Context: an optimization exercise on an open-source flow, tuned for small area, a short achievable clock period and few clock cycles per item. The choices shown serve that exercise and are no tape-out recipe.
Function was not checked in any run shown here: the RTL went through the layout flow alone.
Power and IR drop assume default switching activity.

===== flow/run.sh =====
#!/bin/bash
# synth_recipe.tcl (not shown) runs the flow's synth.tcl, then flattens the netlist and writes it again
# the make line also repeats each setting of config.mk as NAME=value (left out here)
make -C /OpenROAD-flow-scripts/flow DESIGN_CONFIG=/design/flow/config.mk WORK_HOME=/design/flow/orfs CLKGATE_MAP_FILE= SYNTH_SCRIPT=/design/flow/synth_recipe.tcl finish

===== flow/config.mk =====
export PLATFORM = sky130hd
export DESIGN_NAME = madd_pipeline
export DESIGN_NICKNAME = madd_pipeline
export VERILOG_FILES = /design/flow/design.v
export SDC_FILE = /design/flow/constraint.sdc
export NUM_CORES = 4
export LEC_CHECK = 0
export ABC_AREA = 1
export CAP_MARGIN = 20
export CORE_MARGIN = 2
export CORE_UTILIZATION = 40
export SETUP_SLACK_MARGIN = 3.0
export SLEW_MARGIN = 20

===== flow/constraint.sdc =====
create_clock -name core_clock -period 7.5 [get_ports {clk}]
set_input_delay 1.5000 -clock core_clock [delete_from_list [all_inputs] [get_ports {clk}]]
set_output_delay 1.5000 -clock core_clock [all_outputs]
set_load 0.01 [all_outputs]

===== flow/design.v =====
`default_nettype none
module madd_pipeline #(parameter data_width = 16, parameter n_blocks = 256, parameter full_width = 2 * data_width + 8, parameter n_channels = 16)
	(
		input wire clk,
		input wire reset,
		input wire enable,
		input  wire in_valid,
		output wire in_ready,
		output wire out_valid,
		input  wire out_ready,
		input  wire [$clog2(n_blocks) - 1 : 0] block_in,
		output wire [$clog2(n_blocks) - 1 : 0] block_out,
		input wire [4:0] shift,
		input wire shift_disable,
		input wire signedness,
		input wire saturate_disable,
		input wire signed [data_width - 1 : 0] arg_a_in,
		input wire signed [data_width - 1 : 0] arg_b_in,
		input wire signed [data_width - 1 : 0] arg_c_in,
		output wire signed [full_width - 1 : 0] result_out,
		input  wire [ch_addr_w - 1 : 0] dest_in,
		output wire [ch_addr_w - 1 : 0] dest_out,
		input  wire [4 - 1 : 0] commit_id_in,
		output wire [4 - 1 : 0] commit_id_out,
		input wire commit_flag_in,
		output wire commit_flag_out
	);
	localparam ch_addr_w = $clog2(n_channels);
	wire [3:0] s4  = ~shift[3:0];
	wire       big = shift[4];
	wire [3:0] sa  = (shift_disable | big) ? 4'd0 : s4;
	wire [16:0] a_ext = {signedness & arg_a_in[15], arg_a_in};
	wire [16:0] b_ext = {signedness & arg_b_in[15], arg_b_in};
	wire [33:0] c_ext = {{18{signedness & arg_c_in[15]}}, arg_c_in};
	wire [33:0] c_sh = c_ext << sa;
	wire [33:0] rnd  = (sa == 4'd0) ? 34'd0 : (34'd1 << (sa - 4'd1));
	wire [33:0] crow = big ? 34'd0 : (c_sh | rnd);
	wire pp1;
	wire pp2;
	wire pp3;
	wire pp4;
	wire pp5;
	wire pp6;
	wire pp7;
	wire pp8;
	wire pp9;
	wire pp10;
	wire pp11;
	wire pp12;
	wire pp13;
	wire pp14;
	wire pp15;
	wire pp16;
	wire pp17;
	wire pp18;
	wire pp19;
	wire pp20;
	wire pp21;
	wire pp22;
	wire pp23;
	wire pp24;
	wire pp25;
	wire pp26;
	wire pp27;
	wire pp28;
	wire pp29;
	wire pp30;
	wire pp31;
	wire pp32;
	wire pp33;
	wire pp34;
	wire pp35;
	wire pp36;
	wire pp37;
	wire pp38;
	wire pp39;
	wire pp40;
	wire pp41;
	wire pp42;
	wire pp43;
	wire pp44;
	wire pp45;
	wire pp46;
	wire pp47;
	wire pp48;
	wire pp49;
	wire pp50;
	wire pp51;
	wire pp52;
	wire pp53;
	wire pp54;
	wire pp55;
	wire pp56;
	wire pp57;
	wire pp58;
	wire pp59;
	wire pp60;
	wire pp61;
	wire pp62;
	wire pp63;
	wire pp64;
	wire pp65;
	wire pp66;
	wire pp67;
	wire pp68;
	wire pp69;
	wire pp70;
	wire pp71;
	wire pp72;
	wire pp73;
	wire pp74;
	wire pp75;
	wire pp76;
	wire pp77;
	wire pp78;
	wire pp79;
	wire pp80;
	wire pp81;
	wire pp82;
	wire pp83;
	wire pp84;
	wire pp85;
	wire pp86;
	wire pp87;
	wire pp88;
	wire pp89;
	wire pp90;
	wire pp91;
	wire pp92;
	wire pp93;
	wire pp94;
	wire pp95;
	wire pp96;
	wire pp97;
	wire pp98;
	wire pp99;
	wire pp100;
	wire pp101;
	wire pp102;
	wire pp103;
	wire pp104;
	wire pp105;
	wire pp106;
	wire pp107;
	wire pp108;
	wire pp109;
	wire pp110;
	wire pp111;
	wire pp112;
	wire pp113;
	wire pp114;
	wire pp115;
	wire pp116;
	wire pp117;
	wire pp118;
	wire pp119;
	wire pp120;
	wire pp121;
	wire pp122;
	wire pp123;
	wire pp124;
	wire pp125;
	wire pp126;
	wire pp127;
	wire pp128;
	wire pp129;
	wire pp130;
	wire pp131;
	wire pp132;
	wire pp133;
	wire pp134;
	wire pp135;
	wire pp136;
	wire pp137;
	wire pp138;
	wire pp139;
	wire pp140;
	wire pp141;
	wire pp142;
	wire pp143;
	wire pp144;
	wire pp145;
	wire pp146;
	wire pp147;
	wire pp148;
	wire pp149;
	wire pp150;
	wire pp151;
	wire pp152;
	wire pp153;
	wire pp154;
	wire pp155;
	wire pp156;
	wire pp157;
	wire pp158;
	wire pp159;
	wire pp160;
	wire pp161;
	wire pp162;
	wire s163;
	wire c164;
	wire s165;
	wire c166;
	wire s167;
	wire c168;
	wire s169;
	wire c170;
	wire s171;
	wire c172;
	wire s173;
	wire c174;
	wire s175;
	wire c176;
	wire s177;
	wire c178;
	wire s179;
	wire c180;
	wire s181;
	wire c182;
	wire s183;
	wire c184;
	wire s185;
	wire c186;
	wire s187;
	wire c188;
	wire s189;
	wire c190;
	wire s191;
	wire c192;
	wire s193;
	wire c194;
	wire s195;
	wire c196;
	wire s197;
	wire c198;
	wire s199;
	wire c200;
	wire s201;
	wire c202;
	wire s203;
	wire c204;
	wire s205;
	wire c206;
	wire s207;
	wire c208;
	wire s209;
	wire c210;
	wire s211;
	wire c212;
	wire s213;
	wire c214;
	wire s215;
	wire c216;
	wire s217;
	wire c218;
	wire s219;
	wire c220;
	wire s221;
	wire c222;
	wire s223;
	wire c224;
	wire s225;
	wire c226;
	wire s227;
	wire c228;
	wire s229;
	wire c230;
	wire s231;
	wire c232;
	wire s233;
	wire c234;
	wire s235;
	wire c236;
	wire s237;
	wire c238;
	wire s239;
	wire c240;
	wire s241;
	wire c242;
	wire s243;
	wire c244;
	wire s245;
	wire c246;
	wire s247;
	wire c248;
	wire s249;
	wire c250;
	wire s251;
	wire c252;
	wire s253;
	wire c254;
	wire s255;
	wire c256;
	wire s257;
	wire c258;
	wire s259;
	wire c260;
	wire s261;
	wire c262;
	wire s263;
	wire c264;
	wire s265;
	wire c266;
	wire s267;
	wire c268;
	wire s269;
	wire c270;
	wire s271;
	wire c272;
	wire s273;
	wire c274;
	wire s275;
	wire c276;
	wire s277;
	wire c278;
	wire s279;
	wire c280;
	wire s281;
	wire c282;
	wire s283;
	wire c284;
	wire s285;
	wire c286;
	wire s287;
	wire c288;
	wire s289;
	wire c290;
	wire s291;
	wire c292;
	wire s293;
	wire c294;
	wire s295;
	wire c296;
	wire s297;
	wire c298;
	wire s299;
	wire c300;
	wire s301;
	wire c302;
	wire s303;
	wire c304;
	wire s305;
	wire c306;
	wire s307;
	wire c308;
	wire s309;
	wire c310;
	wire s311;
	wire c312;
	wire s313;
	wire c314;
	wire s315;
	wire c316;
	wire s317;
	wire c318;
	wire s319;
	wire c320;
	wire s321;
	wire c322;
	wire s323;
	wire c324;
	wire s325;
	wire c326;
	wire s327;
	wire c328;
	wire s329;
	wire c330;
	wire s331;
	wire c332;
	wire s333;
	wire c334;
	wire s335;
	wire c336;
	wire s337;
	wire c338;
	wire s339;
	wire c340;
	wire s341;
	wire c342;
	wire s343;
	wire c344;
	wire s345;
	wire c346;
	wire s347;
	wire c348;
	wire s349;
	wire c350;
	wire s351;
	wire c352;
	wire s353;
	wire c354;
	wire s355;
	wire c356;
	wire s357;
	wire c358;
	wire s359;
	wire c360;
	wire s361;
	wire c362;
	wire s363;
	wire c364;
	wire s365;
	wire c366;
	wire s367;
	wire c368;
	wire s369;
	wire c370;
	wire s371;
	wire c372;
	wire s373;
	wire c374;
	wire s375;
	wire c376;
	wire s377;
	wire c378;
	wire s379;
	wire c380;
	wire s381;
	wire c382;
	wire s383;
	wire c384;
	wire s385;
	wire c386;
	wire s387;
	wire c388;
	wire s389;
	wire c390;
	wire s391;
	wire c392;
	wire s393;
	wire c394;
	wire s395;
	wire c396;
	wire s397;
	wire c398;
	wire s399;
	wire c400;
	wire s401;
	wire c402;
	wire s403;
	wire c404;
	wire s405;
	wire c406;
	wire s407;
	wire c408;
	wire s409;
	wire c410;
	wire s411;
	wire c412;
	wire s413;
	wire c414;
	wire s415;
	wire c416;
	wire s417;
	wire c418;
	wire s419;
	wire c420;
	wire s421;
	wire c422;
	wire s423;
	wire c424;
	wire s425;
	wire c426;
	wire s427;
	wire c428;
	wire s429;
	wire c430;
	wire s431;
	wire c432;
	wire s433;
	wire c434;
	wire s435;
	wire c436;
	wire s437;
	wire c438;
	wire s439;
	wire c440;
	wire s441;
	wire c442;
	wire s443;
	wire c444;
	wire s445;
	wire c446;
	wire s447;
	wire c448;
	wire s449;
	wire c450;
	wire s451;
	wire c452;
	wire s453;
	wire c454;
	wire s455;
	wire c456;
	wire s457;
	wire c458;
	wire s459;
	wire c460;
	wire s461;
	wire c462;
	wire s463;
	wire c464;
	wire s465;
	wire c466;
	wire s467;
	wire c468;
	wire s469;
	wire c470;
	wire s471;
	wire c472;
	wire s473;
	wire c474;
	wire s475;
	wire c476;
	wire s477;
	wire c478;
	wire s479;
	wire c480;
	wire s481;
	wire c482;
	wire s483;
	wire c484;
	wire s485;
	wire c486;
	wire s487;
	wire c488;
	wire s489;
	wire c490;
	wire s491;
	wire c492;
	wire s493;
	wire c494;
	wire s495;
	wire c496;
	wire s497;
	wire c498;
	wire s499;
	wire c500;
	wire s501;
	wire c502;
	wire bneg0 = b_ext[1];
	wire bone0 = b_ext[0] ^ 1'b0;
	wire btwo0 = (b_ext[1] & ~b_ext[0] & ~1'b0) | (~b_ext[1] & b_ext[0] & 1'b0);
	assign pp1 = (((bone0 & a_ext[0]) | (btwo0 & 1'b0)) ^ bneg0);
	assign pp2 = (((bone0 & a_ext[1]) | (btwo0 & a_ext[0])) ^ bneg0);
	assign pp3 = (((bone0 & a_ext[2]) | (btwo0 & a_ext[1])) ^ bneg0);
	assign pp4 = (((bone0 & a_ext[3]) | (btwo0 & a_ext[2])) ^ bneg0);
	assign pp5 = (((bone0 & a_ext[4]) | (btwo0 & a_ext[3])) ^ bneg0);
	assign pp6 = (((bone0 & a_ext[5]) | (btwo0 & a_ext[4])) ^ bneg0);
	assign pp7 = (((bone0 & a_ext[6]) | (btwo0 & a_ext[5])) ^ bneg0);
	assign pp8 = (((bone0 & a_ext[7]) | (btwo0 & a_ext[6])) ^ bneg0);
	assign pp9 = (((bone0 & a_ext[8]) | (btwo0 & a_ext[7])) ^ bneg0);
	assign pp10 = (((bone0 & a_ext[9]) | (btwo0 & a_ext[8])) ^ bneg0);
	assign pp11 = (((bone0 & a_ext[10]) | (btwo0 & a_ext[9])) ^ bneg0);
	assign pp12 = (((bone0 & a_ext[11]) | (btwo0 & a_ext[10])) ^ bneg0);
	assign pp13 = (((bone0 & a_ext[12]) | (btwo0 & a_ext[11])) ^ bneg0);
	assign pp14 = (((bone0 & a_ext[13]) | (btwo0 & a_ext[12])) ^ bneg0);
	assign pp15 = (((bone0 & a_ext[14]) | (btwo0 & a_ext[13])) ^ bneg0);
	assign pp16 = (((bone0 & a_ext[15]) | (btwo0 & a_ext[14])) ^ bneg0);
	assign pp17 = (((bone0 & a_ext[16]) | (btwo0 & a_ext[15])) ^ bneg0);
	assign pp18 = ~(((bone0 & a_ext[16]) | (btwo0 & a_ext[16])) ^ bneg0);
	wire bneg1 = b_ext[3];
	wire bone1 = b_ext[2] ^ b_ext[1];
	wire btwo1 = (b_ext[3] & ~b_ext[2] & ~b_ext[1]) | (~b_ext[3] & b_ext[2] & b_ext[1]);
	assign pp19 = (((bone1 & a_ext[0]) | (btwo1 & 1'b0)) ^ bneg1);
	assign pp20 = (((bone1 & a_ext[1]) | (btwo1 & a_ext[0])) ^ bneg1);
	assign pp21 = (((bone1 & a_ext[2]) | (btwo1 & a_ext[1])) ^ bneg1);
	assign pp22 = (((bone1 & a_ext[3]) | (btwo1 & a_ext[2])) ^ bneg1);
	assign pp23 = (((bone1 & a_ext[4]) | (btwo1 & a_ext[3])) ^ bneg1);
	assign pp24 = (((bone1 & a_ext[5]) | (btwo1 & a_ext[4])) ^ bneg1);
	assign pp25 = (((bone1 & a_ext[6]) | (btwo1 & a_ext[5])) ^ bneg1);
	assign pp26 = (((bone1 & a_ext[7]) | (btwo1 & a_ext[6])) ^ bneg1);
	assign pp27 = (((bone1 & a_ext[8]) | (btwo1 & a_ext[7])) ^ bneg1);
	assign pp28 = (((bone1 & a_ext[9]) | (btwo1 & a_ext[8])) ^ bneg1);
	assign pp29 = (((bone1 & a_ext[10]) | (btwo1 & a_ext[9])) ^ bneg1);
	assign pp30 = (((bone1 & a_ext[11]) | (btwo1 & a_ext[10])) ^ bneg1);
	assign pp31 = (((bone1 & a_ext[12]) | (btwo1 & a_ext[11])) ^ bneg1);
	assign pp32 = (((bone1 & a_ext[13]) | (btwo1 & a_ext[12])) ^ bneg1);
	assign pp33 = (((bone1 & a_ext[14]) | (btwo1 & a_ext[13])) ^ bneg1);
	assign pp34 = (((bone1 & a_ext[15]) | (btwo1 & a_ext[14])) ^ bneg1);
	assign pp35 = (((bone1 & a_ext[16]) | (btwo1 & a_ext[15])) ^ bneg1);
	assign pp36 = ~(((bone1 & a_ext[16]) | (btwo1 & a_ext[16])) ^ bneg1);
	wire bneg2 = b_ext[5];
	wire bone2 = b_ext[4] ^ b_ext[3];
	wire btwo2 = (b_ext[5] & ~b_ext[4] & ~b_ext[3]) | (~b_ext[5] & b_ext[4] & b_ext[3]);
	assign pp37 = (((bone2 & a_ext[0]) | (btwo2 & 1'b0)) ^ bneg2);
	assign pp38 = (((bone2 & a_ext[1]) | (btwo2 & a_ext[0])) ^ bneg2);
	assign pp39 = (((bone2 & a_ext[2]) | (btwo2 & a_ext[1])) ^ bneg2);
	assign pp40 = (((bone2 & a_ext[3]) | (btwo2 & a_ext[2])) ^ bneg2);
	assign pp41 = (((bone2 & a_ext[4]) | (btwo2 & a_ext[3])) ^ bneg2);
	assign pp42 = (((bone2 & a_ext[5]) | (btwo2 & a_ext[4])) ^ bneg2);
	assign pp43 = (((bone2 & a_ext[6]) | (btwo2 & a_ext[5])) ^ bneg2);
	assign pp44 = (((bone2 & a_ext[7]) | (btwo2 & a_ext[6])) ^ bneg2);
	assign pp45 = (((bone2 & a_ext[8]) | (btwo2 & a_ext[7])) ^ bneg2);
	assign pp46 = (((bone2 & a_ext[9]) | (btwo2 & a_ext[8])) ^ bneg2);
	assign pp47 = (((bone2 & a_ext[10]) | (btwo2 & a_ext[9])) ^ bneg2);
	assign pp48 = (((bone2 & a_ext[11]) | (btwo2 & a_ext[10])) ^ bneg2);
	assign pp49 = (((bone2 & a_ext[12]) | (btwo2 & a_ext[11])) ^ bneg2);
	assign pp50 = (((bone2 & a_ext[13]) | (btwo2 & a_ext[12])) ^ bneg2);
	assign pp51 = (((bone2 & a_ext[14]) | (btwo2 & a_ext[13])) ^ bneg2);
	assign pp52 = (((bone2 & a_ext[15]) | (btwo2 & a_ext[14])) ^ bneg2);
	assign pp53 = (((bone2 & a_ext[16]) | (btwo2 & a_ext[15])) ^ bneg2);
	assign pp54 = ~(((bone2 & a_ext[16]) | (btwo2 & a_ext[16])) ^ bneg2);
	wire bneg3 = b_ext[7];
	wire bone3 = b_ext[6] ^ b_ext[5];
	wire btwo3 = (b_ext[7] & ~b_ext[6] & ~b_ext[5]) | (~b_ext[7] & b_ext[6] & b_ext[5]);
	assign pp55 = (((bone3 & a_ext[0]) | (btwo3 & 1'b0)) ^ bneg3);
	assign pp56 = (((bone3 & a_ext[1]) | (btwo3 & a_ext[0])) ^ bneg3);
	assign pp57 = (((bone3 & a_ext[2]) | (btwo3 & a_ext[1])) ^ bneg3);
	assign pp58 = (((bone3 & a_ext[3]) | (btwo3 & a_ext[2])) ^ bneg3);
	assign pp59 = (((bone3 & a_ext[4]) | (btwo3 & a_ext[3])) ^ bneg3);
	assign pp60 = (((bone3 & a_ext[5]) | (btwo3 & a_ext[4])) ^ bneg3);
	assign pp61 = (((bone3 & a_ext[6]) | (btwo3 & a_ext[5])) ^ bneg3);
	assign pp62 = (((bone3 & a_ext[7]) | (btwo3 & a_ext[6])) ^ bneg3);
	assign pp63 = (((bone3 & a_ext[8]) | (btwo3 & a_ext[7])) ^ bneg3);
	assign pp64 = (((bone3 & a_ext[9]) | (btwo3 & a_ext[8])) ^ bneg3);
	assign pp65 = (((bone3 & a_ext[10]) | (btwo3 & a_ext[9])) ^ bneg3);
	assign pp66 = (((bone3 & a_ext[11]) | (btwo3 & a_ext[10])) ^ bneg3);
	assign pp67 = (((bone3 & a_ext[12]) | (btwo3 & a_ext[11])) ^ bneg3);
	assign pp68 = (((bone3 & a_ext[13]) | (btwo3 & a_ext[12])) ^ bneg3);
	assign pp69 = (((bone3 & a_ext[14]) | (btwo3 & a_ext[13])) ^ bneg3);
	assign pp70 = (((bone3 & a_ext[15]) | (btwo3 & a_ext[14])) ^ bneg3);
	assign pp71 = (((bone3 & a_ext[16]) | (btwo3 & a_ext[15])) ^ bneg3);
	assign pp72 = ~(((bone3 & a_ext[16]) | (btwo3 & a_ext[16])) ^ bneg3);
	wire bneg4 = b_ext[9];
	wire bone4 = b_ext[8] ^ b_ext[7];
	wire btwo4 = (b_ext[9] & ~b_ext[8] & ~b_ext[7]) | (~b_ext[9] & b_ext[8] & b_ext[7]);
	assign pp73 = (((bone4 & a_ext[0]) | (btwo4 & 1'b0)) ^ bneg4);
	assign pp74 = (((bone4 & a_ext[1]) | (btwo4 & a_ext[0])) ^ bneg4);
	assign pp75 = (((bone4 & a_ext[2]) | (btwo4 & a_ext[1])) ^ bneg4);
	assign pp76 = (((bone4 & a_ext[3]) | (btwo4 & a_ext[2])) ^ bneg4);
	assign pp77 = (((bone4 & a_ext[4]) | (btwo4 & a_ext[3])) ^ bneg4);
	assign pp78 = (((bone4 & a_ext[5]) | (btwo4 & a_ext[4])) ^ bneg4);
	assign pp79 = (((bone4 & a_ext[6]) | (btwo4 & a_ext[5])) ^ bneg4);
	assign pp80 = (((bone4 & a_ext[7]) | (btwo4 & a_ext[6])) ^ bneg4);
	assign pp81 = (((bone4 & a_ext[8]) | (btwo4 & a_ext[7])) ^ bneg4);
	assign pp82 = (((bone4 & a_ext[9]) | (btwo4 & a_ext[8])) ^ bneg4);
	assign pp83 = (((bone4 & a_ext[10]) | (btwo4 & a_ext[9])) ^ bneg4);
	assign pp84 = (((bone4 & a_ext[11]) | (btwo4 & a_ext[10])) ^ bneg4);
	assign pp85 = (((bone4 & a_ext[12]) | (btwo4 & a_ext[11])) ^ bneg4);
	assign pp86 = (((bone4 & a_ext[13]) | (btwo4 & a_ext[12])) ^ bneg4);
	assign pp87 = (((bone4 & a_ext[14]) | (btwo4 & a_ext[13])) ^ bneg4);
	assign pp88 = (((bone4 & a_ext[15]) | (btwo4 & a_ext[14])) ^ bneg4);
	assign pp89 = (((bone4 & a_ext[16]) | (btwo4 & a_ext[15])) ^ bneg4);
	assign pp90 = ~(((bone4 & a_ext[16]) | (btwo4 & a_ext[16])) ^ bneg4);
	wire bneg5 = b_ext[11];
	wire bone5 = b_ext[10] ^ b_ext[9];
	wire btwo5 = (b_ext[11] & ~b_ext[10] & ~b_ext[9]) | (~b_ext[11] & b_ext[10] & b_ext[9]);
	assign pp91 = (((bone5 & a_ext[0]) | (btwo5 & 1'b0)) ^ bneg5);
	assign pp92 = (((bone5 & a_ext[1]) | (btwo5 & a_ext[0])) ^ bneg5);
	assign pp93 = (((bone5 & a_ext[2]) | (btwo5 & a_ext[1])) ^ bneg5);
	assign pp94 = (((bone5 & a_ext[3]) | (btwo5 & a_ext[2])) ^ bneg5);
	assign pp95 = (((bone5 & a_ext[4]) | (btwo5 & a_ext[3])) ^ bneg5);
	assign pp96 = (((bone5 & a_ext[5]) | (btwo5 & a_ext[4])) ^ bneg5);
	assign pp97 = (((bone5 & a_ext[6]) | (btwo5 & a_ext[5])) ^ bneg5);
	assign pp98 = (((bone5 & a_ext[7]) | (btwo5 & a_ext[6])) ^ bneg5);
	assign pp99 = (((bone5 & a_ext[8]) | (btwo5 & a_ext[7])) ^ bneg5);
	assign pp100 = (((bone5 & a_ext[9]) | (btwo5 & a_ext[8])) ^ bneg5);
	assign pp101 = (((bone5 & a_ext[10]) | (btwo5 & a_ext[9])) ^ bneg5);
	assign pp102 = (((bone5 & a_ext[11]) | (btwo5 & a_ext[10])) ^ bneg5);
	assign pp103 = (((bone5 & a_ext[12]) | (btwo5 & a_ext[11])) ^ bneg5);
	assign pp104 = (((bone5 & a_ext[13]) | (btwo5 & a_ext[12])) ^ bneg5);
	assign pp105 = (((bone5 & a_ext[14]) | (btwo5 & a_ext[13])) ^ bneg5);
	assign pp106 = (((bone5 & a_ext[15]) | (btwo5 & a_ext[14])) ^ bneg5);
	assign pp107 = (((bone5 & a_ext[16]) | (btwo5 & a_ext[15])) ^ bneg5);
	assign pp108 = ~(((bone5 & a_ext[16]) | (btwo5 & a_ext[16])) ^ bneg5);
	wire bneg6 = b_ext[13];
	wire bone6 = b_ext[12] ^ b_ext[11];
	wire btwo6 = (b_ext[13] & ~b_ext[12] & ~b_ext[11]) | (~b_ext[13] & b_ext[12] & b_ext[11]);
	assign pp109 = (((bone6 & a_ext[0]) | (btwo6 & 1'b0)) ^ bneg6);
	assign pp110 = (((bone6 & a_ext[1]) | (btwo6 & a_ext[0])) ^ bneg6);
	assign pp111 = (((bone6 & a_ext[2]) | (btwo6 & a_ext[1])) ^ bneg6);
	assign pp112 = (((bone6 & a_ext[3]) | (btwo6 & a_ext[2])) ^ bneg6);
	assign pp113 = (((bone6 & a_ext[4]) | (btwo6 & a_ext[3])) ^ bneg6);
	assign pp114 = (((bone6 & a_ext[5]) | (btwo6 & a_ext[4])) ^ bneg6);
	assign pp115 = (((bone6 & a_ext[6]) | (btwo6 & a_ext[5])) ^ bneg6);
	assign pp116 = (((bone6 & a_ext[7]) | (btwo6 & a_ext[6])) ^ bneg6);
	assign pp117 = (((bone6 & a_ext[8]) | (btwo6 & a_ext[7])) ^ bneg6);
	assign pp118 = (((bone6 & a_ext[9]) | (btwo6 & a_ext[8])) ^ bneg6);
	assign pp119 = (((bone6 & a_ext[10]) | (btwo6 & a_ext[9])) ^ bneg6);
	assign pp120 = (((bone6 & a_ext[11]) | (btwo6 & a_ext[10])) ^ bneg6);
	assign pp121 = (((bone6 & a_ext[12]) | (btwo6 & a_ext[11])) ^ bneg6);
	assign pp122 = (((bone6 & a_ext[13]) | (btwo6 & a_ext[12])) ^ bneg6);
	assign pp123 = (((bone6 & a_ext[14]) | (btwo6 & a_ext[13])) ^ bneg6);
	assign pp124 = (((bone6 & a_ext[15]) | (btwo6 & a_ext[14])) ^ bneg6);
	assign pp125 = (((bone6 & a_ext[16]) | (btwo6 & a_ext[15])) ^ bneg6);
	assign pp126 = ~(((bone6 & a_ext[16]) | (btwo6 & a_ext[16])) ^ bneg6);
	wire bneg7 = b_ext[15];
	wire bone7 = b_ext[14] ^ b_ext[13];
	wire btwo7 = (b_ext[15] & ~b_ext[14] & ~b_ext[13]) | (~b_ext[15] & b_ext[14] & b_ext[13]);
	assign pp127 = (((bone7 & a_ext[0]) | (btwo7 & 1'b0)) ^ bneg7);
	assign pp128 = (((bone7 & a_ext[1]) | (btwo7 & a_ext[0])) ^ bneg7);
	assign pp129 = (((bone7 & a_ext[2]) | (btwo7 & a_ext[1])) ^ bneg7);
	assign pp130 = (((bone7 & a_ext[3]) | (btwo7 & a_ext[2])) ^ bneg7);
	assign pp131 = (((bone7 & a_ext[4]) | (btwo7 & a_ext[3])) ^ bneg7);
	assign pp132 = (((bone7 & a_ext[5]) | (btwo7 & a_ext[4])) ^ bneg7);
	assign pp133 = (((bone7 & a_ext[6]) | (btwo7 & a_ext[5])) ^ bneg7);
	assign pp134 = (((bone7 & a_ext[7]) | (btwo7 & a_ext[6])) ^ bneg7);
	assign pp135 = (((bone7 & a_ext[8]) | (btwo7 & a_ext[7])) ^ bneg7);
	assign pp136 = (((bone7 & a_ext[9]) | (btwo7 & a_ext[8])) ^ bneg7);
	assign pp137 = (((bone7 & a_ext[10]) | (btwo7 & a_ext[9])) ^ bneg7);
	assign pp138 = (((bone7 & a_ext[11]) | (btwo7 & a_ext[10])) ^ bneg7);
	assign pp139 = (((bone7 & a_ext[12]) | (btwo7 & a_ext[11])) ^ bneg7);
	assign pp140 = (((bone7 & a_ext[13]) | (btwo7 & a_ext[12])) ^ bneg7);
	assign pp141 = (((bone7 & a_ext[14]) | (btwo7 & a_ext[13])) ^ bneg7);
	assign pp142 = (((bone7 & a_ext[15]) | (btwo7 & a_ext[14])) ^ bneg7);
	assign pp143 = (((bone7 & a_ext[16]) | (btwo7 & a_ext[15])) ^ bneg7);
	assign pp144 = ~(((bone7 & a_ext[16]) | (btwo7 & a_ext[16])) ^ bneg7);
	wire bneg8 = b_ext[16];
	wire bone8 = b_ext[16] ^ b_ext[15];
	wire btwo8 = (b_ext[16] & ~b_ext[16] & ~b_ext[15]) | (~b_ext[16] & b_ext[16] & b_ext[15]);
	assign pp145 = (((bone8 & a_ext[0]) | (btwo8 & 1'b0)) ^ bneg8);
	assign pp146 = (((bone8 & a_ext[1]) | (btwo8 & a_ext[0])) ^ bneg8);
	assign pp147 = (((bone8 & a_ext[2]) | (btwo8 & a_ext[1])) ^ bneg8);
	assign pp148 = (((bone8 & a_ext[3]) | (btwo8 & a_ext[2])) ^ bneg8);
	assign pp149 = (((bone8 & a_ext[4]) | (btwo8 & a_ext[3])) ^ bneg8);
	assign pp150 = (((bone8 & a_ext[5]) | (btwo8 & a_ext[4])) ^ bneg8);
	assign pp151 = (((bone8 & a_ext[6]) | (btwo8 & a_ext[5])) ^ bneg8);
	assign pp152 = (((bone8 & a_ext[7]) | (btwo8 & a_ext[6])) ^ bneg8);
	assign pp153 = (((bone8 & a_ext[8]) | (btwo8 & a_ext[7])) ^ bneg8);
	assign pp154 = (((bone8 & a_ext[9]) | (btwo8 & a_ext[8])) ^ bneg8);
	assign pp155 = (((bone8 & a_ext[10]) | (btwo8 & a_ext[9])) ^ bneg8);
	assign pp156 = (((bone8 & a_ext[11]) | (btwo8 & a_ext[10])) ^ bneg8);
	assign pp157 = (((bone8 & a_ext[12]) | (btwo8 & a_ext[11])) ^ bneg8);
	assign pp158 = (((bone8 & a_ext[13]) | (btwo8 & a_ext[12])) ^ bneg8);
	assign pp159 = (((bone8 & a_ext[14]) | (btwo8 & a_ext[13])) ^ bneg8);
	assign pp160 = (((bone8 & a_ext[15]) | (btwo8 & a_ext[14])) ^ bneg8);
	assign pp161 = (((bone8 & a_ext[16]) | (btwo8 & a_ext[15])) ^ bneg8);
	assign pp162 = ~(((bone8 & a_ext[16]) | (btwo8 & a_ext[16])) ^ bneg8);
	assign s163 = bneg7 ^ pp111;
	assign c164 = bneg7 & pp111;
	assign s165 = pp112 ^ pp128;
	assign c166 = pp112 & pp128;
	assign s167 = bneg8 ^ pp113 ^ pp129;
	assign c168 = (bneg8 & pp113) | (bneg8 & pp129) | (pp113 & pp129);
	assign s169 = pp145 ^ pp17;
	assign c170 = pp145 & pp17;
	assign s171 = 1'b1 ^ pp114 ^ pp130;
	assign c172 = (1'b1 & pp114) | (1'b1 & pp130) | (pp114 & pp130);
	assign s173 = pp146 ^ pp18 ^ pp34;
	assign c174 = (pp146 & pp18) | (pp146 & pp34) | (pp18 & pp34);
	assign s175 = 1'b1 ^ pp115 ^ pp131;
	assign c176 = (1'b1 & pp115) | (1'b1 & pp131) | (pp115 & pp131);
	assign s177 = pp147 ^ pp35;
	assign c178 = pp147 & pp35;
	assign s179 = pp100 ^ pp116 ^ pp132;
	assign c180 = (pp100 & pp116) | (pp100 & pp132) | (pp116 & pp132);
	assign s181 = 1'b1 ^ pp101;
	assign c182 = 1'b1 & pp101;
	assign s183 = bneg4 ^ pp25;
	assign c184 = bneg4 & pp25;
	assign s185 = pp10 ^ pp26;
	assign c186 = pp10 & pp26;
	assign s187 = bneg5 ^ pp11 ^ pp27;
	assign c188 = (bneg5 & pp11) | (bneg5 & pp27) | (pp11 & pp27);
	assign s189 = pp43 ^ pp59;
	assign c190 = pp43 & pp59;
	assign s191 = pp12 ^ pp28 ^ pp44;
	assign c192 = (pp12 & pp28) | (pp12 & pp44) | (pp28 & pp44);
	assign s193 = pp60 ^ pp76;
	assign c194 = pp60 & pp76;
	assign s195 = bneg6 ^ pp109 ^ pp13;
	assign c196 = (bneg6 & pp109) | (bneg6 & pp13) | (pp109 & pp13);
	assign s197 = pp29 ^ pp45 ^ pp61;
	assign c198 = (pp29 & pp45) | (pp29 & pp61) | (pp45 & pp61);
	assign s199 = pp77 ^ pp93;
	assign c200 = pp77 & pp93;
	assign s201 = pp110 ^ pp14 ^ pp30;
	assign c202 = (pp110 & pp14) | (pp110 & pp30) | (pp14 & pp30);
	assign s203 = pp46 ^ pp62 ^ pp78;
	assign c204 = (pp46 & pp62) | (pp46 & pp78) | (pp62 & pp78);
	assign s205 = pp94 ^ crow[13];
	assign c206 = pp94 & crow[13];
	assign s207 = pp127 ^ pp15 ^ pp31;
	assign c208 = (pp127 & pp15) | (pp127 & pp31) | (pp15 & pp31);
	assign s209 = pp47 ^ pp63 ^ pp79;
	assign c210 = (pp47 & pp63) | (pp47 & pp79) | (pp63 & pp79);
	assign s211 = pp95 ^ crow[14] ^ s163;
	assign c212 = (pp95 & crow[14]) | (pp95 & s163) | (crow[14] & s163);
	assign s213 = pp16 ^ pp32 ^ pp48;
	assign c214 = (pp16 & pp32) | (pp16 & pp48) | (pp32 & pp48);
	assign s215 = pp64 ^ pp80 ^ pp96;
	assign c216 = (pp64 & pp80) | (pp64 & pp96) | (pp80 & pp96);
	assign s217 = c164 ^ crow[15] ^ s165;
	assign c218 = (c164 & crow[15]) | (c164 & s165) | (crow[15] & s165);
	assign s219 = pp33 ^ pp49 ^ pp65;
	assign c220 = (pp33 & pp49) | (pp33 & pp65) | (pp49 & pp65);
	assign s221 = pp81 ^ pp97 ^ c166;
	assign c222 = (pp81 & pp97) | (pp81 & c166) | (pp97 & c166);
	assign s223 = crow[16] ^ s169 ^ s167;
	assign c224 = (crow[16] & s169) | (crow[16] & s167) | (s169 & s167);
	assign s225 = pp50 ^ pp66 ^ pp82;
	assign c226 = (pp50 & pp66) | (pp50 & pp82) | (pp66 & pp82);
	assign s227 = pp98 ^ c170 ^ crow[17];
	assign c228 = (pp98 & c170) | (pp98 & crow[17]) | (c170 & crow[17]);
	assign s229 = c168 ^ s171 ^ s173;
	assign c230 = (c168 & s171) | (c168 & s173) | (s171 & s173);
	assign s231 = pp51 ^ pp67 ^ pp83;
	assign c232 = (pp51 & pp67) | (pp51 & pp83) | (pp67 & pp83);
	assign s233 = pp99 ^ crow[18] ^ s177;
	assign c234 = (pp99 & crow[18]) | (pp99 & s177) | (crow[18] & s177);
	assign s235 = c172 ^ c174 ^ s175;
	assign c236 = (c172 & c174) | (c172 & s175) | (c174 & s175);
	assign s237 = pp148 ^ pp36 ^ pp52;
	assign c238 = (pp148 & pp36) | (pp148 & pp52) | (pp36 & pp52);
	assign s239 = pp68 ^ pp84 ^ c178;
	assign c240 = (pp68 & pp84) | (pp68 & c178) | (pp84 & c178);
	assign s241 = crow[19] ^ c176 ^ s179;
	assign c242 = (crow[19] & c176) | (crow[19] & s179) | (c176 & s179);
	assign s243 = pp117 ^ pp133 ^ pp149;
	assign c244 = (pp117 & pp133) | (pp117 & pp149) | (pp133 & pp149);
	assign s245 = pp53 ^ pp69 ^ pp85;
	assign c246 = (pp53 & pp69) | (pp53 & pp85) | (pp69 & pp85);
	assign s247 = crow[20] ^ s181 ^ c180;
	assign c248 = (crow[20] & s181) | (crow[20] & c180) | (s181 & c180);
	assign s249 = pp102 ^ pp118 ^ pp134;
	assign c250 = (pp102 & pp118) | (pp102 & pp134) | (pp118 & pp134);
	assign s251 = pp150 ^ pp54 ^ pp70;
	assign c252 = (pp150 & pp54) | (pp150 & pp70) | (pp54 & pp70);
	assign s253 = pp86 ^ c182 ^ crow[21];
	assign c254 = (pp86 & c182) | (pp86 & crow[21]) | (c182 & crow[21]);
	assign s255 = 1'b1 ^ pp103 ^ pp119;
	assign c256 = (1'b1 & pp103) | (1'b1 & pp119) | (pp103 & pp119);
	assign s257 = pp135 ^ pp151 ^ pp71;
	assign c258 = (pp135 & pp151) | (pp135 & pp71) | (pp151 & pp71);
	assign s259 = pp87 ^ crow[22];
	assign c260 = pp87 & crow[22];
	assign s261 = pp104 ^ pp120 ^ pp136;
	assign c262 = (pp104 & pp120) | (pp104 & pp136) | (pp120 & pp136);
	assign s263 = pp152 ^ pp72 ^ pp88;
	assign c264 = (pp152 & pp72) | (pp152 & pp88) | (pp72 & pp88);
	assign s265 = 1'b1 ^ pp105 ^ pp121;
	assign c266 = (1'b1 & pp105) | (1'b1 & pp121) | (pp105 & pp121);
	assign s267 = pp137 ^ pp153;
	assign c268 = pp137 & pp153;
	assign s269 = pp106 ^ pp122 ^ pp138;
	assign c270 = (pp106 & pp122) | (pp106 & pp138) | (pp122 & pp138);
	assign s271 = 1'b1 ^ pp107;
	assign c272 = 1'b1 & pp107;
	assign s273 = bneg2 ^ pp21;
	assign c274 = bneg2 & pp21;
	assign s275 = pp22 ^ pp38;
	assign c276 = pp22 & pp38;
	assign s277 = bneg3 ^ pp23 ^ pp39;
	assign c278 = (bneg3 & pp23) | (bneg3 & pp39) | (pp23 & pp39);
	assign s279 = pp55 ^ pp7;
	assign c280 = pp55 & pp7;
	assign s281 = pp24 ^ pp40 ^ pp56;
	assign c282 = (pp24 & pp40) | (pp24 & pp56) | (pp40 & pp56);
	assign s283 = pp8 ^ crow[7];
	assign c284 = pp8 & crow[7];
	assign s285 = pp41 ^ pp57 ^ pp73;
	assign c286 = (pp41 & pp57) | (pp41 & pp73) | (pp57 & pp73);
	assign s287 = pp9 ^ crow[8] ^ s183;
	assign c288 = (pp9 & crow[8]) | (pp9 & s183) | (crow[8] & s183);
	assign s289 = pp42 ^ pp58 ^ pp74;
	assign c290 = (pp42 & pp58) | (pp42 & pp74) | (pp58 & pp74);
	assign s291 = c184 ^ crow[9] ^ s185;
	assign c292 = (c184 & crow[9]) | (c184 & s185) | (crow[9] & s185);
	assign s293 = pp75 ^ pp91 ^ c186;
	assign c294 = (pp75 & pp91) | (pp75 & c186) | (pp91 & c186);
	assign s295 = crow[10] ^ s189 ^ s187;
	assign c296 = (crow[10] & s189) | (crow[10] & s187) | (s189 & s187);
	assign s297 = pp92 ^ c190 ^ crow[11];
	assign c298 = (pp92 & c190) | (pp92 & crow[11]) | (c190 & crow[11]);
	assign s299 = s193 ^ c188 ^ s191;
	assign c300 = (s193 & c188) | (s193 & s191) | (c188 & s191);
	assign s301 = c194 ^ crow[12] ^ s199;
	assign c302 = (c194 & crow[12]) | (c194 & s199) | (crow[12] & s199);
	assign s303 = c192 ^ s195 ^ s197;
	assign c304 = (c192 & s195) | (c192 & s197) | (s195 & s197);
	assign s305 = c200 ^ c196 ^ c198;
	assign c306 = (c200 & c196) | (c200 & c198) | (c196 & c198);
	assign s307 = s201 ^ s203 ^ s205;
	assign c308 = (s201 & s203) | (s201 & s205) | (s203 & s205);
	assign s309 = c202 ^ c204 ^ s207;
	assign c310 = (c202 & c204) | (c202 & s207) | (c204 & s207);
	assign s311 = s209 ^ c206 ^ s211;
	assign c312 = (s209 & c206) | (s209 & s211) | (c206 & s211);
	assign s313 = c208 ^ c210 ^ s213;
	assign c314 = (c208 & c210) | (c208 & s213) | (c210 & s213);
	assign s315 = s215 ^ c212 ^ s217;
	assign c316 = (s215 & c212) | (s215 & s217) | (c212 & s217);
	assign s317 = c214 ^ c216 ^ s219;
	assign c318 = (c214 & c216) | (c214 & s219) | (c216 & s219);
	assign s319 = c218 ^ s221 ^ s223;
	assign c320 = (c218 & s221) | (c218 & s223) | (s221 & s223);
	assign s321 = c220 ^ s225 ^ c222;
	assign c322 = (c220 & s225) | (c220 & c222) | (s225 & c222);
	assign s323 = s227 ^ c224 ^ s229;
	assign c324 = (s227 & c224) | (s227 & s229) | (c224 & s229);
	assign s325 = c226 ^ s231 ^ c228;
	assign c326 = (c226 & s231) | (c226 & c228) | (s231 & c228);
	assign s327 = s233 ^ c230 ^ s235;
	assign c328 = (s233 & c230) | (s233 & s235) | (c230 & s235);
	assign s329 = c232 ^ s237 ^ c234;
	assign c330 = (c232 & s237) | (c232 & c234) | (s237 & c234);
	assign s331 = s239 ^ c236 ^ s241;
	assign c332 = (s239 & c236) | (s239 & s241) | (c236 & s241);
	assign s333 = c238 ^ s243 ^ s245;
	assign c334 = (c238 & s243) | (c238 & s245) | (s243 & s245);
	assign s335 = c240 ^ c242 ^ s247;
	assign c336 = (c240 & c242) | (c240 & s247) | (c242 & s247);
	assign s337 = c244 ^ c246 ^ s249;
	assign c338 = (c244 & c246) | (c244 & s249) | (c246 & s249);
	assign s339 = s251 ^ s253 ^ c248;
	assign c340 = (s251 & s253) | (s251 & c248) | (s253 & c248);
	assign s341 = c250 ^ c252 ^ s255;
	assign c342 = (c250 & c252) | (c250 & s255) | (c252 & s255);
	assign s343 = s257 ^ s259 ^ c254;
	assign c344 = (s257 & s259) | (s257 & c254) | (s259 & c254);
	assign s345 = crow[23] ^ c256 ^ c258;
	assign c346 = (crow[23] & c256) | (crow[23] & c258) | (c256 & c258);
	assign s347 = s261 ^ s263 ^ c260;
	assign c348 = (s261 & s263) | (s261 & c260) | (s263 & c260);
	assign s349 = pp89 ^ crow[24] ^ s267;
	assign c350 = (pp89 & crow[24]) | (pp89 & s267) | (crow[24] & s267);
	assign s351 = c262 ^ c264 ^ s265;
	assign c352 = (c262 & c264) | (c262 & s265) | (c264 & s265);
	assign s353 = pp154 ^ pp90 ^ c268;
	assign c354 = (pp154 & pp90) | (pp154 & c268) | (pp90 & c268);
	assign s355 = crow[25] ^ c266 ^ s269;
	assign c356 = (crow[25] & c266) | (crow[25] & s269) | (c266 & s269);
	assign s357 = pp123 ^ pp139 ^ pp155;
	assign c358 = (pp123 & pp139) | (pp123 & pp155) | (pp139 & pp155);
	assign s359 = crow[26] ^ s271 ^ c270;
	assign c360 = (crow[26] & s271) | (crow[26] & c270) | (s271 & c270);
	assign s361 = pp108 ^ pp124 ^ pp140;
	assign c362 = (pp108 & pp124) | (pp108 & pp140) | (pp124 & pp140);
	assign s363 = pp156 ^ c272 ^ crow[27];
	assign c364 = (pp156 & c272) | (pp156 & crow[27]) | (c272 & crow[27]);
	assign s365 = 1'b1 ^ pp125 ^ pp141;
	assign c366 = (1'b1 & pp125) | (1'b1 & pp141) | (pp125 & pp141);
	assign s367 = pp157 ^ crow[28];
	assign c368 = pp157 & crow[28];
	assign s369 = pp126 ^ pp142 ^ pp158;
	assign c370 = (pp126 & pp142) | (pp126 & pp158) | (pp142 & pp158);
	assign s371 = 1'b1 ^ pp143;
	assign c372 = 1'b1 & pp143;
	assign s373 = bneg1 ^ pp19;
	assign c374 = bneg1 & pp19;
	assign s375 = pp20 ^ pp4;
	assign c376 = pp20 & pp4;
	assign s377 = pp37 ^ pp5 ^ crow[4];
	assign c378 = (pp37 & pp5) | (pp37 & crow[4]) | (pp5 & crow[4]);
	assign s379 = pp6 ^ c274 ^ crow[5];
	assign c380 = (pp6 & c274) | (pp6 & crow[5]) | (c274 & crow[5]);
	assign s381 = c276 ^ crow[6] ^ s279;
	assign c382 = (c276 & crow[6]) | (c276 & s279) | (crow[6] & s279);
	assign s383 = c280 ^ c278 ^ s281;
	assign c384 = (c280 & c278) | (c280 & s281) | (c278 & s281);
	assign s385 = c282 ^ s285 ^ c284;
	assign c386 = (c282 & s285) | (c282 & c284) | (s285 & c284);
	assign s387 = c286 ^ s289 ^ c288;
	assign c388 = (c286 & s289) | (c286 & c288) | (s289 & c288);
	assign s389 = c290 ^ c292 ^ s293;
	assign c390 = (c290 & c292) | (c290 & s293) | (c292 & s293);
	assign s391 = c294 ^ s297 ^ c296;
	assign c392 = (c294 & s297) | (c294 & c296) | (s297 & c296);
	assign s393 = c298 ^ s301 ^ c300;
	assign c394 = (c298 & s301) | (c298 & c300) | (s301 & c300);
	assign s395 = c302 ^ c304 ^ s305;
	assign c396 = (c302 & c304) | (c302 & s305) | (c304 & s305);
	assign s397 = c306 ^ s309 ^ c308;
	assign c398 = (c306 & s309) | (c306 & c308) | (s309 & c308);
	assign s399 = c310 ^ s313 ^ c312;
	assign c400 = (c310 & s313) | (c310 & c312) | (s313 & c312);
	assign s401 = c314 ^ s317 ^ c316;
	assign c402 = (c314 & s317) | (c314 & c316) | (s317 & c316);
	assign s403 = c318 ^ s321 ^ c320;
	assign c404 = (c318 & s321) | (c318 & c320) | (s321 & c320);
	assign s405 = c322 ^ s325 ^ c324;
	assign c406 = (c322 & s325) | (c322 & c324) | (s325 & c324);
	assign s407 = c326 ^ s329 ^ c328;
	assign c408 = (c326 & s329) | (c326 & c328) | (s329 & c328);
	assign s409 = s333 ^ c330 ^ c332;
	assign c410 = (s333 & c330) | (s333 & c332) | (c330 & c332);
	assign s411 = c334 ^ s337 ^ s339;
	assign c412 = (c334 & s337) | (c334 & s339) | (s337 & s339);
	assign s413 = c338 ^ s341 ^ s343;
	assign c414 = (c338 & s341) | (c338 & s343) | (s341 & s343);
	assign s415 = c342 ^ s345 ^ s347;
	assign c416 = (c342 & s345) | (c342 & s347) | (s345 & s347);
	assign s417 = s349 ^ c346 ^ s351;
	assign c418 = (s349 & c346) | (s349 & s351) | (c346 & s351);
	assign s419 = c350 ^ s353 ^ c352;
	assign c420 = (c350 & s353) | (c350 & c352) | (s353 & c352);
	assign s421 = s357 ^ c354 ^ c356;
	assign c422 = (s357 & c354) | (s357 & c356) | (c354 & c356);
	assign s423 = c358 ^ s361 ^ s363;
	assign c424 = (c358 & s361) | (c358 & s363) | (s361 & s363);
	assign s425 = c362 ^ s365 ^ s367;
	assign c426 = (c362 & s365) | (c362 & s367) | (s365 & s367);
	assign s427 = crow[29] ^ c366 ^ s369;
	assign c428 = (crow[29] & c366) | (crow[29] & s369) | (c366 & s369);
	assign s429 = pp159 ^ crow[30] ^ s371;
	assign c430 = (pp159 & crow[30]) | (pp159 & s371) | (crow[30] & s371);
	assign s431 = pp144 ^ pp160 ^ c372;
	assign c432 = (pp144 & pp160) | (pp144 & c372) | (pp160 & c372);
	assign s433 = 1'b1 ^ pp161;
	assign c434 = 1'b1 & pp161;
	assign s435 = bneg0 ^ pp1;
	assign c436 = bneg0 & pp1;
	assign s437 = pp2 ^ crow[1];
	assign c438 = pp2 & crow[1];
	assign s439 = pp3 ^ crow[2] ^ s373;
	assign c440 = (pp3 & crow[2]) | (pp3 & s373) | (crow[2] & s373);
	assign s441 = c374 ^ crow[3] ^ s375;
	assign c442 = (c374 & crow[3]) | (c374 & s375) | (crow[3] & s375);
	assign s443 = c376 ^ s273 ^ s377;
	assign c444 = (c376 & s273) | (c376 & s377) | (s273 & s377);
	assign s445 = s275 ^ c378 ^ s379;
	assign c446 = (s275 & c378) | (s275 & s379) | (c378 & s379);
	assign s447 = s277 ^ c380 ^ s381;
	assign c448 = (s277 & c380) | (s277 & s381) | (c380 & s381);
	assign s449 = s283 ^ c382 ^ s383;
	assign c450 = (s283 & c382) | (s283 & s383) | (c382 & s383);
	assign s451 = s287 ^ c384 ^ s385;
	assign c452 = (s287 & c384) | (s287 & s385) | (c384 & s385);
	assign s453 = s291 ^ c386 ^ s387;
	assign c454 = (s291 & c386) | (s291 & s387) | (c386 & s387);
	assign s455 = s295 ^ c388 ^ s389;
	assign c456 = (s295 & c388) | (s295 & s389) | (c388 & s389);
	assign s457 = s299 ^ c390 ^ s391;
	assign c458 = (s299 & c390) | (s299 & s391) | (c390 & s391);
	assign s459 = s303 ^ c392 ^ s393;
	assign c460 = (s303 & c392) | (s303 & s393) | (c392 & s393);
	assign s461 = s307 ^ c394 ^ s395;
	assign c462 = (s307 & c394) | (s307 & s395) | (c394 & s395);
	assign s463 = s311 ^ c396 ^ s397;
	assign c464 = (s311 & c396) | (s311 & s397) | (c396 & s397);
	assign s465 = s315 ^ c398 ^ s399;
	assign c466 = (s315 & c398) | (s315 & s399) | (c398 & s399);
	assign s467 = s319 ^ c400 ^ s401;
	assign c468 = (s319 & c400) | (s319 & s401) | (c400 & s401);
	assign s469 = s323 ^ c402 ^ s403;
	assign c470 = (s323 & c402) | (s323 & s403) | (c402 & s403);
	assign s471 = s327 ^ c404 ^ s405;
	assign c472 = (s327 & c404) | (s327 & s405) | (c404 & s405);
	assign s473 = s331 ^ c406 ^ s407;
	assign c474 = (s331 & c406) | (s331 & s407) | (c406 & s407);
	assign s475 = s335 ^ c408 ^ s409;
	assign c476 = (s335 & c408) | (s335 & s409) | (c408 & s409);
	assign s477 = c336 ^ c410 ^ s411;
	assign c478 = (c336 & c410) | (c336 & s411) | (c410 & s411);
	assign s479 = c340 ^ s413 ^ c412;
	assign c480 = (c340 & s413) | (c340 & c412) | (s413 & c412);
	assign s481 = c344 ^ s415 ^ c414;
	assign c482 = (c344 & s415) | (c344 & c414) | (s415 & c414);
	assign s483 = c348 ^ s417 ^ c416;
	assign c484 = (c348 & s417) | (c348 & c416) | (s417 & c416);
	assign s485 = s355 ^ s419 ^ c418;
	assign c486 = (s355 & s419) | (s355 & c418) | (s419 & c418);
	assign s487 = s359 ^ c420 ^ s421;
	assign c488 = (s359 & c420) | (s359 & s421) | (c420 & s421);
	assign s489 = c360 ^ s423 ^ c422;
	assign c490 = (c360 & s423) | (c360 & c422) | (s423 & c422);
	assign s491 = c364 ^ s425 ^ c424;
	assign c492 = (c364 & s425) | (c364 & c424) | (s425 & c424);
	assign s493 = c368 ^ s427 ^ c426;
	assign c494 = (c368 & s427) | (c368 & c426) | (s427 & c426);
	assign s495 = c370 ^ s429 ^ c428;
	assign c496 = (c370 & s429) | (c370 & c428) | (s429 & c428);
	assign s497 = crow[31] ^ c430 ^ s431;
	assign c498 = (crow[31] & c430) | (crow[31] & s431) | (c430 & s431);
	assign s499 = crow[32] ^ s433 ^ c432;
	assign c500 = (crow[32] & s433) | (crow[32] & c432) | (s433 & c432);
	assign s501 = pp162 ^ c434 ^ crow[33];
	assign c502 = (pp162 & c434) | (pp162 & crow[33]) | (c434 & crow[33]);
	wire [33:0] row0 = {s501, c498, s497, s495, s493, s491, c488, c486, s485, s483, s481, c478, c476, c474, c472, c470, c468, c466, c464, c462, c460, c458, c456, c454, c452, c450, c448, c446, c444, c442, c440, c438, c436, crow[0]};
	wire [33:0] row1 = {c500, s499, c496, c494, c492, c490, s489, s487, c484, c482, c480, s479, s477, s475, s473, s471, s469, s467, s465, s463, s461, s459, s457, s455, s453, s451, s449, s447, s445, s443, s441, s439, s437, s435};
	reg        v_q;
	reg [3:0]  sh_q;
	reg        big_q, rb_en_q, satd_q, sg_q;
	reg [15:0] c_q;
	reg [7:0]  block_q;
	reg [3:0]  dest_q, cid_q;
	reg        cf_q;
	reg [33:0] r0_q;
	reg [33:0] r1_q;
	assign in_ready  = ~v_q | out_ready;
	assign out_valid = v_q;
	wire take_in  = in_valid & in_ready;
	wire take_out = v_q & out_ready;
	always @(posedge clk) begin
		if (reset)
			v_q <= 1'b0;
		else if (enable) begin
			if (take_in)
				v_q <= 1'b1;
			else if (take_out)
				v_q <= 1'b0;
		end
	end
	always @(posedge clk) begin
		if (enable & take_in) begin
			r0_q <= row0;
			r1_q <= row1;
			sh_q    <= (shift_disable & ~big) ? 4'd0 : s4;
			big_q   <= big;
			rb_en_q <= big & ~shift_disable;
			satd_q  <= saturate_disable;
			sg_q    <= signedness;
			c_q     <= arg_c_in;
			block_q <= block_in;
			dest_q  <= dest_in;
			cid_q   <= commit_id_in;
			cf_q    <= commit_flag_in;
		end
	end
	wire [33:0] x = r0_q + r1_q;
	wire signed [33:0] y = $signed(x) >>> sh_q;
	wire [32:0] xd = x[33:1] ^ x[32:0];
	reg  [32:0] ovf_mask;
	integer k;
	always @(*)
		for (k = 0; k < 33; k = k + 1)
			ovf_mask[k] = (k >= 15 + sh_q);
	wire ovf_y = |(xd & ovf_mask);
	wire [17:0] c18   = {{2{sg_q & c_q[15]}}, c_q};
	wire [17:0] c18p  = c18 + 18'd1;
	wire [17:0] r_big = (rb_en_q & y[15]) ? c18p : c18;
	wire ovf_big = ~r_big[17] & (r_big[16] | r_big[15]);
	wire        neg = big_q ? r_big[17] : x[33];
	wire        ovf = big_q ? ovf_big : ovf_y;
	wire [15:0] lo  = big_q ? r_big[15:0] : y[15:0];
	wire [23:0] hi  = big_q ? {{22{r_big[17]}}, r_big[17:16]} : {{6{y[33]}}, y[33:16]};
	assign result_out = satd_q ? {hi, lo} :
	                    ovf    ? {{25{neg}}, {15{~neg}}} :
	                             {{24{lo[15]}}, lo};
	assign block_out       = block_q;
	assign dest_out        = dest_q;
	assign commit_id_out   = cid_q;
	assign commit_flag_out = cf_q;
endmodule
`default_nettype wire

==> results of run 1 <==
==> final cells by class <==
class                      instances  area share (%)
clock inverter                     7           0.337
timing repair buffer             382            15.8
inverter                         432            7.44
clock buffer                       9           0.947
tap                              532            2.80
sequential                       110            13.8
antenna                            1          0.0105
multi-input combinational       1705            58.7
timing repair inverter             4           0.121
==> cells by family after synthesis <==
logic type | Yosys count
xor gates and xnor gates | 157
buffers and inverters | 541
adders and majority gates | 203
and+or+nand+nor | 919
muxes | 8
DFF | 110
AOI/OAI and AO/OA | 414
==> what timing repair did <==
action                                  in CTS  in global routing
endpoints found under the setup margin      94                 77
resized for setup                          682                341
buffers inserted                           152                 70
cloned                                      10                  2
pin swaps                                  119                170
==> report_power, final <==
part,internal [W],total [W],switching [W]
logic,0.00231,0.00591,0.00360
clock network,0.000264,0.000500,0.000236
registers,0.000987,0.00109,0.000101
total,0.00356,0.00750,0.00393
==> final timing paths <==
| kind | slack, ns | depth (start not counted) | to | from |
|---|---|---|---|---|
| worst max-delay path | 2.23 | 22 | result_out[38] | r0_q[22] |
| worst min-delay path | 0.49 | 2 | v_q | v_q |
| worst max register to register | 5.29 | 4 | c_q[13] | v_q |
| worst min register to register | 0.49 | 2 | v_q | v_q |
==> worst min-delay path: stages (launching register included) <==
cell and delay, ns:
dfxtp_1 0.33, nand2_1 0.07, a21oi_1 0.05
==> metal layers <==
metal / up-vias / part of all wire, % / track usage [%]
li1: 8148 / - / -
met1: 8371 / 40 / 35.6
met2: 769 / 47 / 47.7
met3: 223 / 6.1 / 3.15
met4: 2 / 6.5 / 14.7
met5: - / 0.049 / 0
==> stage by stage <==
| stage | power (W) | cells | util [%] | setup WS, ns | cell area [µm²] |
|---|---|---|---|---|---|
| floorplan | 0.00427 | 2352 | - | 2.70 | 17300 |
| global placement | 0.00558 | 2931 | 45.7 | 1.27 | 18700 |
| detailed placement | 0.00566 | 2931 | 45.7 | 1.19 | 18700 |
| CTS | 0.00675 | 3109 | 53.6 | 2.19 | 22000 |
| global route | 0.00817 | 3181 | 58.0 | 2.03 | 23800 |
| finish | 0.00750 | 3182 | 58.0 | 2.23 | 23800 |
==> registers in the layout (all words and copies together), names as in the netlist <==
signal and count:
r0_q 34, r1_q 34, c_q 16, block_q 8, cid_q 4, dest_q 4
sh_q 4, big_q 1, cf_q 1, rb_en_q 1, satd_q 1, sg_q 1
v_q 1
==> layout by cell type (no fill, tap or decap), types with 59 or more instances in the layout <==
cell type	instances
buf_4	178
buf_6	59
edfxtp_1	109
fa_1	99
inv_1	348
nand2_1	462
nand2_2	109
nand3_1	74
nor2_1	73
o21ai_0	100
o22ai_1	103
xor2_1	134
==> results.txt, run 1 <==
Hold Path Class: flop to flop
Largest net degree at the start of global routing: 59
Max_cap viols: 0
Area occupied by multi-input gates: 0.0140 mm²
Slowest cell on crit path: edfxtp_1
Layout Skew: 0.00645 ns
Max Clock Freq: 190 MHz
Fin. Hold Viols: 0
Post-layout min period: 5.27 ns
Wire per inst: 20.0 µm
Vias in the first global route: 17,200
Kind of start point of the critical path: flop
Gr ovfl total: 0
Vias per std cell: 5.50
Seq/Total Area, Yosys: 19.8%
Max_slew headroom: 33.6%
Crit path cell chain: ha_4 > nand2_2 > nor2_2 > inv_1 > nor3_2 > nand2_2 > nand4_1 > buf_4 > nand2_2 > xor2_1 > o21ai_0 > nand4_1 > nor2_2 > nand3_2 > nand2_2 > nand2_4 > buf_6 > nand2_4 > nand3_4 > buf_12 > nand2_8 > buf_6
Pwr Density: 315 mW/mm²
GRT Overall Usage: 28.2%
Layout cells sized above 1: 32.5%
Mux contribution to synthesized area: 0.495%
Sequential Area: 0.00329 mm²
Buffers plus inverters on the worst setup path: 5
Drt total wl: 63.5 mm
Root buf cell: clkbuf_16
Measured slew at the worst slew-check pin: 0.996 ns
Post-synth top flop: edfxtp_1
Arrival time at the worst endpoint: 3.77 ns
GP Congestion: 0.940
CP endpoint kind: primary output
TritonCTS buffer count: 9
Area share of and/or/nand/nor cells after synthesis: 23.2%
Post-synth EDFFs: 109
Xor/xnor share of the synthesized area: 8.29%
CTS Hold Bufs: 0
Initial DRC Count: 1,606
Initial Utilization: 40.7%
Top cells by area, synth: edfxtp_1 (20%), fa_1 (17%), nand2_1 (14%)
Most used cell, CP: nand2_2
Share of the synthesized area in the top cell type: 19.6%
Synth async-reset ratio: 0%
Clock sink count: 110
# IOs: 137
Yosys warns: 1
Area growth from synthesis to layout: 42.6%
TritonCTS clock tree: yes
Worst Path Max Fanout: 7
Mapped Area: 0.0167 mm²
Clock insertion delay at the later pin of the skew report: 0.36 ns
Endpoints failing setup: 0
First-pass GRT wire length: 95.5 mm
WS Path Type: flop to primary output
Avg Inst Size Synth: 7.09 µm²
Worst Path Required: 6.00 ns
Largest family of logic cells by synthesized area: simple AND/OR/NAND/NOR gates
IO buf count: 136
Syn nets: 2,633
Leak: 10.8 nW
Status: complete, no violations
CP top delay family: simple AND/OR/NAND/NOR gates
Commonest cells in the netlist: nand2_1 (605), inv_1 (414), o21ai_0 (149)
Syn Inst Count: 2,352
Initial antenna violation count: 2
Post-synthesis compound-gate area fraction: 14.3%
Row count: 74
Detail Route Antenna Nets: 0
Post-route DRC violation count: 0
Deepest clock path buffer count: 2
DR pass1 iterations: 5
Fin Setup TNS: 0 ns
Filler instances: 3,687
Worst-path clk slew: 0.07 ns
Die Width: 208 µm
Max incr delay on CP: 0.44 ns
Post-synth top area cell: edfxtp_1
Die Ht: 208 µm
Post-synthesis adder-cell area fraction: 21.5%
Core Region: 0.0410 mm²
Netlist cell types: 52
Nets: 2,925
Max VDD drop: 0.189 mV
H-tree Lvls: 3
Via count: 17,500
Die area: 0.0433 mm²
Unrepaired setup endpoints after global routing: true
Final Cycle Share: 70.3%
Yosys reg bits: 110
Most numerous cell in the Yosys netlist: nand2_1
Slew Limit Fails: 0
DP HPWL: 44.4 mm
Final Hold Slack: 0.487 ns
==> run 2, diff against run 1 <==
==> flow/flow/run.sh (new file) <==
#!/bin/bash
# Own layout flow: the standard flow (standard.sh, unchanged synthesis),
# with the port buffers that buffer_ports inserts made plain sky130 buffers
# (buffer_ports otherwise picks clkdlybuf4s50_1, a slow 10 um2 delay cell).
# The full output of the flow goes to flow_standard.log in this folder.
set -euo pipefail
cd "$(dirname "$0")/.."
EXTRA=()
if [[ -f flow/extra.mk ]]; then
  while IFS= read -r line; do
    [[ -z "$line" || "$line" == \#* ]] && continue
    EXTRA+=("$line")
  done < flow/extra.mk
fi
bash standard.sh "BUFFER_PORTS_ARGS=-buffer_cell sky130_fd_sc_hd__buf_2" ${EXTRA[@]+"${EXTRA[@]}"} finish > flow_standard.log 2>&1
==> flow/standard.sh (new file) <==
#!/bin/bash
# synth_recipe.tcl (not shown) runs the flow's synth.tcl, then flattens the netlist and writes it again
# the make line also repeats each setting of config.mk as NAME=value (left out here)
make -C /OpenROAD-flow-scripts/flow DESIGN_CONFIG=/design/flow/config.mk WORK_HOME=/design/flow/orfs CLKGATE_MAP_FILE= SYNTH_SCRIPT=/design/flow/synth_recipe.tcl "${@:-finish}"
--- a/flow/config.mk
+++ b/flow/config.mk
@@ -9,5 +9,5 @@
 export CAP_MARGIN = 20
 export CORE_MARGIN = 2
 export CORE_UTILIZATION = 40
-export SETUP_SLACK_MARGIN = 3.0
+export SETUP_SLACK_MARGIN = 2.0
 export SLEW_MARGIN = 20
removed: flow/run.sh
==> results.txt, run 2 <==
Mapped Area: 0.0167 mm²
Final Hold Slack: 0.478 ns
Max incr delay on CP: 0.51 ns
Initial antenna violation count: 0
Syn Inst Count: 2,352
Die Ht: 208 µm
Drt total wl: 53.7 mm
Clock insertion delay at the later pin of the skew report: 0.37 ns
Kind of start point of the critical path: input port
H-tree Lvls: 3
Fin Setup TNS: 0 ns
Die Width: 208 µm
DP HPWL: 43.1 mm
Unrepaired setup endpoints after global routing: false
Most numerous cell in the Yosys netlist: nand2_1
Placed Cells: 2,934
Gr ovfl total: 0
Hold Path Class: flop to flop
Reg2reg start: v_q
Largest net degree at the start of global routing: 66
Slew Limit Fails: 0
WS Path Type: input port to flop
Post-layout min period: 5.33 ns
Detail Route Antenna Nets: 0
GRT Overall Usage: 24.7%
Layout Cells excl Fill: 2,965
Clock sink count: 110
Initial Utilization: 40.7%
Layout cells sized above 1: 12.9%
IO buf count: 136
Seq/Total Area, Yosys: 19.8%
Max VDD drop: 0.158 mV
First-pass GRT wire length: 83.9 mm
Synth async-reset ratio: 0%
Worst Path Required: 7.62 ns
Nets: 2,709
Fin. Hold Viols: 0
TritonCTS buffer count: 9
Worst Path Max Fanout: 12
Core Region: 0.0410 mm²
Post-synth EDFFs: 109
Netlist cell types: 52
Top cells by area, synth: edfxtp_1 (20%), fa_1 (17%), nand2_1 (14%)
Most frequent cells in the layout: nand2_1 (588), inv_1 (411), o21ai_0 (149), xor2_1 (147)
# IOs: 137
Reg-to-reg setup timing slack: 5.30 ns
Buffers plus inverters on the worst setup path: 5
Max_cap viols: 0
Pwr Density: 334 mW/mm²
Vias in the first global route: 15,200
Arrival time at the worst endpoint: 5.44 ns
Via count: 15,800
Share of the synthesized area in the top cell type: 19.6%
Vias per std cell: 5.34
CP top delay family: adder cells
Crit path cell chain: buf_2 > nand2_1 > inv_1 > a21oi_1 > a21oi_1 > fa_1 > fa_1 > inv_1 > fa_1 > inv_1 > fa_1 > inv_1 > fa_1
Syn nets: 2,633
Regs by FF count: r0_q: 34 flops, r1_q: 34 flops, c_q: 16 flops
Endpoints failing setup: 0
DR pass1 iterations: 6
Row count: 74
Status: complete, no violations
R2R depth: 4
Max_slew headroom: 35.0%
GP Congestion: 0.949
Die area: 0.0433 mm²
Deepest clock path buffer count: 2
Yosys warns: 1
Measured slew at the worst slew-check pin: 0.974 ns
Most used cell, CP: fa_1
Post-synth top flop: edfxtp_1
Leak: 9.14 nW
Core Util, Final: 45.4%
Slowest cell on crit path: inv_1
Crit. Startpoint: signedness
Max Clock Freq: 188 MHz
Commonest cells in the netlist: nand2_1 (605), inv_1 (414), o21ai_0 (149)
Initial DRC Count: 1,462
Crit path to: r1_q[18]
Post-route DRC violation count: 0
TritonCTS clock tree: yes
Post-synth top area cell: edfxtp_1
Root buf cell: clkbuf_16
Yosys reg bits: 110
Area growth from synthesis to layout: 11.8%
CP endpoint kind: flop
Final Cycle Share: 71.0%
WP depth: 13
Commonest non-fill, non-tap cell in the layout: nand2_1
Worst-path clk slew: 0.07 ns
Avg Inst Size Synth: 7.09 µm²
Wire per inst: 18.1 µm
Reg-to-Reg End: sh_q[0]
Layout Skew: 0.00720 ns
## run 2: cell counts after synthesis
No cell type changed its count.
## run 2: cell type report
type / count / area [µm²]
Antenna cell: 1 / 2.50
Clock buffer: 9 / 225
Clock inverter: 6 / 61.3
Fill cell: 4278 / 22400
Inverter: 432 / 1640
Multi-Input combinational cell: 1701 / 11700
Sequential cell: 110 / 3290
Tap cell: 532 / 666
Timing Repair Buffer: 174 / 1070
## run 2: worst min-delay path: cells and delay by family, from the launching register on
| family | cells | cell delay (ns) |
|---|---|---|
| AO/OA/AOI/OAI | 1 | 0.05 |
| flip-flops | 1 | 0.32 |
| AND/OR/NAND/NOR | 1 | 0.07 |
## run 2: power by group
part           internal, W  switching, W  leakage (nW)
combinational      0.00164       0.00305          7.97
clock             0.000257      0.000224         0.143
sequential        0.000982     0.0000609          1.03
## run 2: how the worst min path moves through the flow
stage / from / end / slack (ns) / cells after the start
CTS: v_q / v_q / 0.48 / 2
finish: v_q / v_q / 0.48 / 2
floorplan: v_q / v_q / 0.49 / 2
global placement: v_q / v_q / 0.46 / 2
detailed placement: v_q / v_q / 0.47 / 2
global route: v_q / v_q / 0.52 / 2
## run 2: timing repair
action	4_1_cts	5_1_grt
gates resized for setup	14	93
cloned	0	3
buffers inserted	5	7
setup endpoints to repair	45	45
pin swaps	2	6
hold buffers	0	0
## run 2: cell families (layout without fill, tap and decap cells)
group | count (synthesis) | after routing | synth area share [%]
buf+inv | 541 | 621 | 12.4
mux | 8 | 8 | 0.495
simple gates | 919 | 919 | 23.2
compound gates | 414 | 414 | 14.3
fa+ha+maj | 203 | 203 | 21.5
other cells | 0 | 1 | 0
xor+xnor | 157 | 157 | 8.29
flops | 110 | 110 | 19.8
## run 2: metrics by stage
step | power, W | instance area (µm²) | setup WS, ns
after CTS | 0.00602 | 18100 | 2.02
after global routing | 0.00699 | 18600 | 1.97
final | 0.00622 | 18600 | 2.17
after detailed placement | 0.00550 | 17700 | 1.45
after floorplan | 0.00421 | 16700 | 2.00
after global placement | 0.00543 | 17700 | 1.51
## run 2: per-layer routing
| layer | routed length [µm] | GRT usage, % | vias up |
|---|---|---|---|
| met3 | 3070 | 2.87 | 104 |
| met5 | 0 | 0.779 | - |
| li1 | - | - | 7697 |
| met4 | 2140 | 9.97 | 0 |
| met1 | 23500 | 33.1 | 7459 |
| met2 | 25000 | 40.6 | 581 |

## separate check: timing with driven ports
The flow's constraints put no driver on any port. The routed layouts listed below were extracted and timed again, unchanged, in two steps. Step 1 sets driving cells, clkbuf_16 on the clock port and buf_2 on the other inputs (assumed; they add their load-dependent delay and slew). Step 2 times the ports against the registers' clock, not the clock port: input delays grow and output delays shrink by t, the midpoint of the rising clock arrivals with the driver on. a / b / c = ideal / step 1 / step 2; a / b = the first two.
run	shift t [ns]	setup WS [ns]
run 1	0.405	2.228 / 2.183 / 2.248
run 2	0.421	2.171 / 2.158 / 1.778
After both steps setup and hold are still met in every run listed.
